This design comes from an exercise in tuning for small area, a short achievable clock period and few clock cycles per item on the open sky130 flow, not from production work. The RTL of this run was laid out without a check of its function. Power figures rest on the tool's default switching activity, not on a simulated workload.

==> design/flow/design.v <==
module alu(
        input clk,
        input rst,
        input [2:0] operation,
        input [15:0] srcA_i,
        input [15:0] srcB_i,
        input [15:0] sortNum0_i,
        input [15:0] sortNum1_i,
        input [15:0] sortNum2_i,
        input [15:0] sortNum3_i,
        input [15:0] sortNum4_i,
        input [15:0] sortNum5_i,
        input [15:0] sortNum6_i,
        input [15:0] sortNum7_i,
        input [15:0] sortNum8_i,
        output reg [15:0] data_o,
        output [15:0] sortNum0_o,
        output [15:0] sortNum1_o,
        output [15:0] sortNum2_o,
        output [15:0] sortNum3_o,
        output [15:0] sortNum4_o,
        output [15:0] sortNum5_o,
        output [15:0] sortNum6_o,
        output [15:0] sortNum7_o,
        output [15:0] sortNum8_o,
        output reg        done
);
localparam [2:0] OP_ADD  = 3'd0;
localparam [2:0] OP_SUB  = 3'd1;
localparam [2:0] OP_MUL  = 3'd2;
localparam [2:0] OP_DIV  = 3'd3;
localparam [2:0] OP_SORT = 3'd4;
wire [15:0] a = srcA_i;
wire [15:0] b = srcB_i;
reg  [3:0]  cnt;
reg  [15:0] H, L, D;
reg         prev;       
reg         neg;        
reg  [8:0]  cmp;        
reg  [15:0] S [0:8];
assign sortNum0_o = S[0];
assign sortNum1_o = S[1];
assign sortNum2_o = S[2];
assign sortNum3_o = S[3];
assign sortNum4_o = S[4];
assign sortNum5_o = S[5];
assign sortNum6_o = S[6];
assign sortNum7_o = S[7];
assign sortNum8_o = S[8];
wire        is_sub = operation[0];
wire [15:0] as_r   = is_sub ? a - b : a + b;
wire        as_ov  = ~a[15] & (b[15] ^ ~is_sub);
wire        as_un  =  a[15] & (b[15] ^  is_sub);
wire [15:0] as_res = (as_ov & as_r[15]) ? 16'h7fff :
                     (as_un & ~as_r[15]) ? 16'h8000 : as_r;
function [32:0] booth;
        input [15:0] h;
        input [15:0] l;
        input        p;
        input [15:0] m;
        reg   [15:0] s;
        begin
                case ({l[0], p})
                        2'b01:   s = h + m;
                        2'b10:   s = h - m;
                        default: s = h;
                endcase
                booth = {s[15], s[15:1], s[0], l[15:1], l[0]};
        end
endfunction
wire [15:0] m1_s  = b[0] ? -a : 16'd0;
wire [32:0] m_st1 = booth(H, L, prev, D);
wire [32:0] m_st2 = booth(m_st1[32:17], m_st1[16:1], m_st1[0], D);
wire [15:0] pf_h  = m_st1[32:17];
wire [15:0] pf_l  = m_st1[16:1];
wire        rnd   = (pf_l[9] & ^pf_l[8:0]) | (pf_l[10] & pf_l[9] & ~^pf_l[8:0]);
wire [15:0] mq    = {pf_h[9:0], pf_l[15:10]} + {15'd0, rnd};
wire [15:0] m_res = (~(a[15] ^ b[15]) & mq[15]) ? 16'h7fff :
                    ((a[15] ^ b[15]) & ~mq[15]) ? 16'h8000 : mq;
wire [15:0] am = a[15] ? -a : a;
wire [15:0] bm = b[15] ? -b : b;
wire        dv_g1 = am[15] & (bm == 16'd0);
wire [1:0]  dv_t1 = {am[15], am[14]};
wire        dv_g2 = {14'd0, dv_t1} > bm;
wire [1:0]  dv_t2 = dv_g2 ? dv_t1 - bm[1:0] : dv_t1;
function [32:0] dstep;
        input [15:0] top;
        input [15:0] low;
        input [15:0] d;
        reg          g;
        reg   [15:0] t;
        begin
                g = top > d;
                t = g ? top - d : top;
                dstep = {t[14:0], low[15], low[14:0], g, g};
        end
endfunction
wire [32:0] d_st1 = dstep(H, L, D);
wire [32:0] d_st2 = dstep(d_st1[32:17], d_st1[16:1], D);
wire [15:0] dq    = d_st2[16:1];
wire [15:0] d_res = neg ? -dq : dq;
reg  [15:0] sel;
always @* begin
        case (cnt)
                4'd0: sel = sortNum0_i;
                4'd1: sel = sortNum1_i;
                4'd2: sel = sortNum2_i;
                4'd3: sel = sortNum3_i;
                4'd4: sel = sortNum4_i;
                4'd5: sel = sortNum5_i;
                4'd6: sel = sortNum6_i;
                4'd7: sel = sortNum7_i;
                default: sel = sortNum8_i;
        endcase
end
wire [15:0] xin [0:8];
assign xin[0] = sortNum0_i;
assign xin[1] = sortNum1_i;
assign xin[2] = sortNum2_i;
assign xin[3] = sortNum3_i;
assign xin[4] = sortNum4_i;
assign xin[5] = sortNum5_i;
assign xin[6] = sortNum6_i;
assign xin[7] = sortNum7_i;
assign xin[8] = sortNum8_i;
reg [8:0] cmp_n;
integer j;
always @* begin
        for (j = 0; j < 9; j = j + 1)
                cmp_n[j] = (j < cnt) ? (xin[j] <= sel) : (xin[j] < sel);
end
reg [3:0] rank;
integer k;
always @* begin
        rank = 4'd0;
        for (k = 0; k < 9; k = k + 1)
                rank = rank + {3'd0, cmp[k]};
end
wire last = (operation == OP_MUL)  ? (cnt == 4'd8)  :
            (operation == OP_DIV)  ? (cnt == 4'd12) :
            (operation == OP_SORT) ? (cnt == 4'd9)  : 1'b1;
always @(posedge clk or posedge rst) begin
        if (rst) begin
                cnt  <= 4'd0;
                done <= 1'b0;
        end else begin
                cnt  <= last ? 4'd0 : cnt + 4'd1;
                done <= last;
        end
end
integer p;
always @(posedge clk) begin
        case (operation)
        OP_ADD, OP_SUB: begin
                data_o <= as_res;
        end
        OP_MUL: begin
                if (cnt == 4'd0) begin
                        H    <= {m1_s[15], m1_s[15:1]};
                        L    <= {m1_s[0], b[15:1]};
                        prev <= b[0];
                        D    <= a;
                end else begin
                        H    <= m_st2[32:17];
                        L    <= m_st2[16:1];
                        prev <= m_st2[0];
                end
                data_o <= m_res;
        end
        OP_DIV: begin
                if (cnt == 4'd0) begin
                        H   <= {13'd0, dv_t2, am[13]};
                        L   <= {am[12:0], 1'b0, dv_g1, dv_g2};
                        D   <= bm;
                        neg <= a[15] ^ b[15];
                end else begin
                        H   <= d_st2[32:17];
                        L   <= d_st2[16:1];
                end
                data_o <= d_res;
        end
        OP_SORT: begin
                D   <= sel;
                cmp <= cmp_n;
                if (cnt != 4'd0)
                        for (p = 0; p < 9; p = p + 1)
                                if (rank == p) S[p] <= D;
        end
        default: begin
                data_o <= as_res;
        end
        endcase
end
endmodule
==> design/flow/run.sh <==
#!/bin/bash
# synth_recipe.tcl (not shown) runs the flow's synth.tcl, then flattens the netlist and writes it again
# the make line also repeats each setting of config.mk as NAME=value (left out here)
make -C /OpenROAD-flow-scripts/flow DESIGN_CONFIG=/design/flow/config.mk WORK_HOME=/design/flow/orfs CLKGATE_MAP_FILE= SYNTH_SCRIPT=/design/flow/synth_recipe.tcl finish
==> design/flow/config.mk <==
export PLATFORM = sky130hd
export DESIGN_NAME = alu
export DESIGN_NICKNAME = alu
export VERILOG_FILES = /design/flow/design.v
export SDC_FILE = /design/flow/constraint.sdc
export NUM_CORES = 4
export LEC_CHECK = 0
export CAP_MARGIN = 20
export CELL_PAD_IN_SITES_DETAIL_PLACEMENT = 1
export CELL_PAD_IN_SITES_GLOBAL_PLACEMENT = 2
export CORE_MARGIN = 2
export CORE_UTILIZATION = 25
export PLACE_DENSITY = 0.5
export SLEW_MARGIN = 20
==> design/flow/constraint.sdc <==
create_clock -name core_clock -period 5.0 [get_ports {clk}]
set_input_delay 1.0000 -clock core_clock [delete_from_list [all_inputs] [get_ports {clk}]]
set_output_delay 1.0000 -clock core_clock [all_outputs]
set_load 0.01 [all_outputs]
==> reports/metrics.yaml <==
core_area_um2: 76200
place_congestion: 0.882
r2r_slack_ns: -1.33
ant_nets: 0
first_global_vias: 20600
power_density_nw_per_um2: 309
post_drt_wl_per_cell_um: 26.1
reg2reg_from: "H[0]$_DFFE_PN_"
clock_latency_ns: 0.58
required_ns: 5.30
area_growth_pct: 48.9
instances_no_fill: 3803
post-route-period-util_pct: 127
antenna_found_initial: 11
synth_area_leader_cell: "edfxtp_1"
grt-ovfl-total: 0
post-route-drc-count: 0
synth_cells: 1974
ys_top_cells_by_area: "edfxtp_1, ha_1, xnor2_1"
yosys_warnings: 2
cts_tree: "yes"
first_iter_violations: 960
hold_viol: 0
max_freq_ghz: 0.158
synth_xor_area_share_pct: 6.94
cts_made_buffers: 27
worstHoldPathCells: 1
arrival_ns: 6.63
avgSynthCellArea_um2: 9.78
tightest_slew_ns: 0.921
synth_top_family_by_area: "compound AO/OA/AOI/OAI gates"
r2r-end: "data_o[14]$_DFFE_PN_"
clkSlewWorstSetupHoldPaths_ns: 0.07
multi_input_area_um2: 12400
reg2reg_depth: 29
fin_area_um2: 28700
worstSetupStartpointType: "flip-flop"
final_util_pct: 37.7
seq_area_um2: 6700
cp_common_cell: "or3_4"
hold_class: "flip-flop to flip-flop"
chipHeight_um: 282
ys_types: 84
ctsHoldBuffers: 0
path_max_fanout: 5
die_x_um: 282
place.port_buffers: 341
dieArea_um2: 79400
synthAdderAreaFrac_pct: 17.1
synth-seq-cells: 224
fin_worst_skew_ns: 0.0273
hold_start: "cnt[0]$_DFF_PP0_"
fillers: 8684
vias: 19100
grt_usage_pct: 24.8
synth_edf_count: 219
synthSimpleGateAreaFrac_pct: 15.1
relSlewSlack_pct: 37.9
cp_slowest_cell: "fa_2"
drt_pre_antenna_iters: 5
synthArstFlopShare_pct: 2.23
seq_area_frac_synth_pct: 34.7
synth_mux_area_share_pct: 3.60
design.portCount: 342
p_total_uw: 8870
grt_max_degree: 36
status: "finished with violations"
synth_compound_area_share_pct: 19.1
whs_endpoint: "cnt[0]$_DFF_PP0_"
htree_levels: 1
critPathCaptureType: "flip-flop"
clockBufferDepth: 3
crit_type: "flip-flop to flip-flop"
dp_cells: 3723
p_leak_uw: 0.0117
yosys-top-cells-count: "ha_1, edfxtp_1, nand2_1, nor2_1, xnor2_1"
nets: 3178
critPathMaxStageDelay_ns: 0.41
cts_sinks: 224
synth_top_area_share_pct: 34.1
place_area_um2: 27300
check-failures: "negative setup slack"
cap_violations: 0
drt-total-wl_mm: 99.3
start_util_pct: 25.3
min_period_ns: 6.33
rsz0062_at_grt: "yes"
ir_worst_vdd_mv: 0.267
yosysMostFrequentCell: "ha_1"
maxSlewViolCount: 0
row_count: 101
synth_ff_type: "edfxtp_1"
drive_gt1_share_pct: 23.0
setup_viol: 28
final.setup.worst_slack_ns: -1.33
setup_tns_ns: -10.66
grt_pass1_wl_mm: 143
via_per_inst: 5.03
cts-root-buf: "clkbuf_16"
dp_hpwl_mm: 83.1
syn_nets: 2412
syn_area_um2: 19300
==> placed cells by master (no fill, tap or decap), types with 17 or more instances in the layout <==
cell	count
a21o_1	41
a21oi_1	98
a22oi_1	59
a31oi_1	20
buf_4	459
clkbuf_16	27
clkdlybuf4s50_1	339
edfxtp_1	219
ha_1	238
inv_1	93
mux2i_1	30
nand2_1	156
nand2b_1	39
nand3_1	38
nand4_1	55
nor2_1	122
nor2b_1	38
nor3_1	37
o211ai_1	19
o21a_1	48
o21ai_0	63
o221ai_1	17
xnor2_1	114
xor2_1	34
==> power breakdown <==
part	internal (uW)	leakage [uW]	total (uW)	switching, uW
clock network	1250	0.000447	2110	859
logic	2080	0.00917	4490	2410
registers	2210	0.00208	2260	50.0
total	5550	0.0117	8870	3320
==> per-layer routing <==
metal	global-route usage [%]	vias up	wire (um)
li1	-	9028	-
met1	33.9	9582	45800
met2	41.6	430	47300
met3	2.20	98	3620
met4	6.94	0	2590
met5	0	-	0
==> logic make-up after synthesis <==
logic type               count (synthesis)
XOR/XNOR                               152
multiplexers                            54
buffers and inverters                  173
flip-flops                             224
AO/OA/AOI/OAI                          534
adder cells (fa/ha/maj)                257
AND/OR/NAND/NOR                        580
==> final cells by class <==
| type | count | area share, % |
|---|---|---|
| clock buffer | 30 | 2.39 |
| inverter | 95 | 1.24 |
| antenna | 12 | 0.104 |
| multi-input combinational | 1579 | 43.1 |
| sequential | 224 | 23.3 |
| clock inverter | 20 | 0.862 |
| timing repair buffer | 813 | 24.5 |
| tap | 1030 | 4.48 |
==> what timing repair did <==
item,4_1_cts,5_1_grt
cloned,2,0
pin swaps,12,8
buffers inserted,15,1
setup endpoints to repair,31,32
gates resized for setup,51,18
==> how the worst max path moves through the flow <==
stage                   start              endpoint  slack (ns)  depth (start not counted)
6_report       H[0]$_DFFE_PN_  data_o[14]$_DFFE_PN_       -1.33                         29
5_1_grt        H[0]$_DFFE_PN_  data_o[14]$_DFFE_PN_       -1.60                         29
4_1_cts        H[0]$_DFFE_PN_  data_o[14]$_DFFE_PN_       -1.32                         29
3_5_place_dp   H[0]$_DFFE_PN_  data_o[14]$_DFFE_PN_       -1.52                         30
3_3_place_gp   H[0]$_DFFE_PN_  data_o[14]$_DFFE_PN_       -1.45                         30
2_1_floorplan  D[0]$_DFFE_PP_  data_o[14]$_DFFE_PN_       -1.43                         28
==> sequential cells by signal, indices dropped and copies added (netlist names), 4 cells and up <==
signal  cells
D          16
H          16
L          16
S         144
cmp         9
cnt         4
data_o     16
==> worst max-delay path, delay by kind of cell (launching register included) <==
kind / cells / cell delay [ns]
compound gates: 11 / 1.83
buf+inv: 5 / 0.68
xor+xnor: 1 / 0.09
simple gates: 6 / 1.50
mux: 2 / 0.64
fa+ha+maj: 4 / 0.91
flops: 1 / 0.39
==> per-stage QoR <==
step / setup WS, ns / hold WS [ns]
floorplan: -1.43 / 0.480
global placement: -1.45 / 0.519
detailed placement: -1.52 / 0.527
CTS: -1.32 / 0.539
global route: -1.60 / 0.589
finish: -1.33 / 0.535

## afterwards: timing with drivers on the ports
No port has a modelled driver above. Below, the same layout with a new extraction and two added sets of constraints.
Step 1, drivers: a clkbuf_16 drives clk and a buf_2 each remaining input, both assumed.
Step 2, shift: input delay + t, output delay - t, t = (earliest + latest rising clock arrival at the registers) / 2. This alone moves slack from input paths to output paths.
a / b / c = ideal ports / drivers / drivers and shift; a / b = the first two.
t (ns): 0.629
setup slack, ns: -1.328 / -1.328 / -1.328
worst slew at a driven data input, ns: 0.12
For this run, drivers alone change the setup slack by 0.000 ns; drivers and shift together by 0.000 ns.
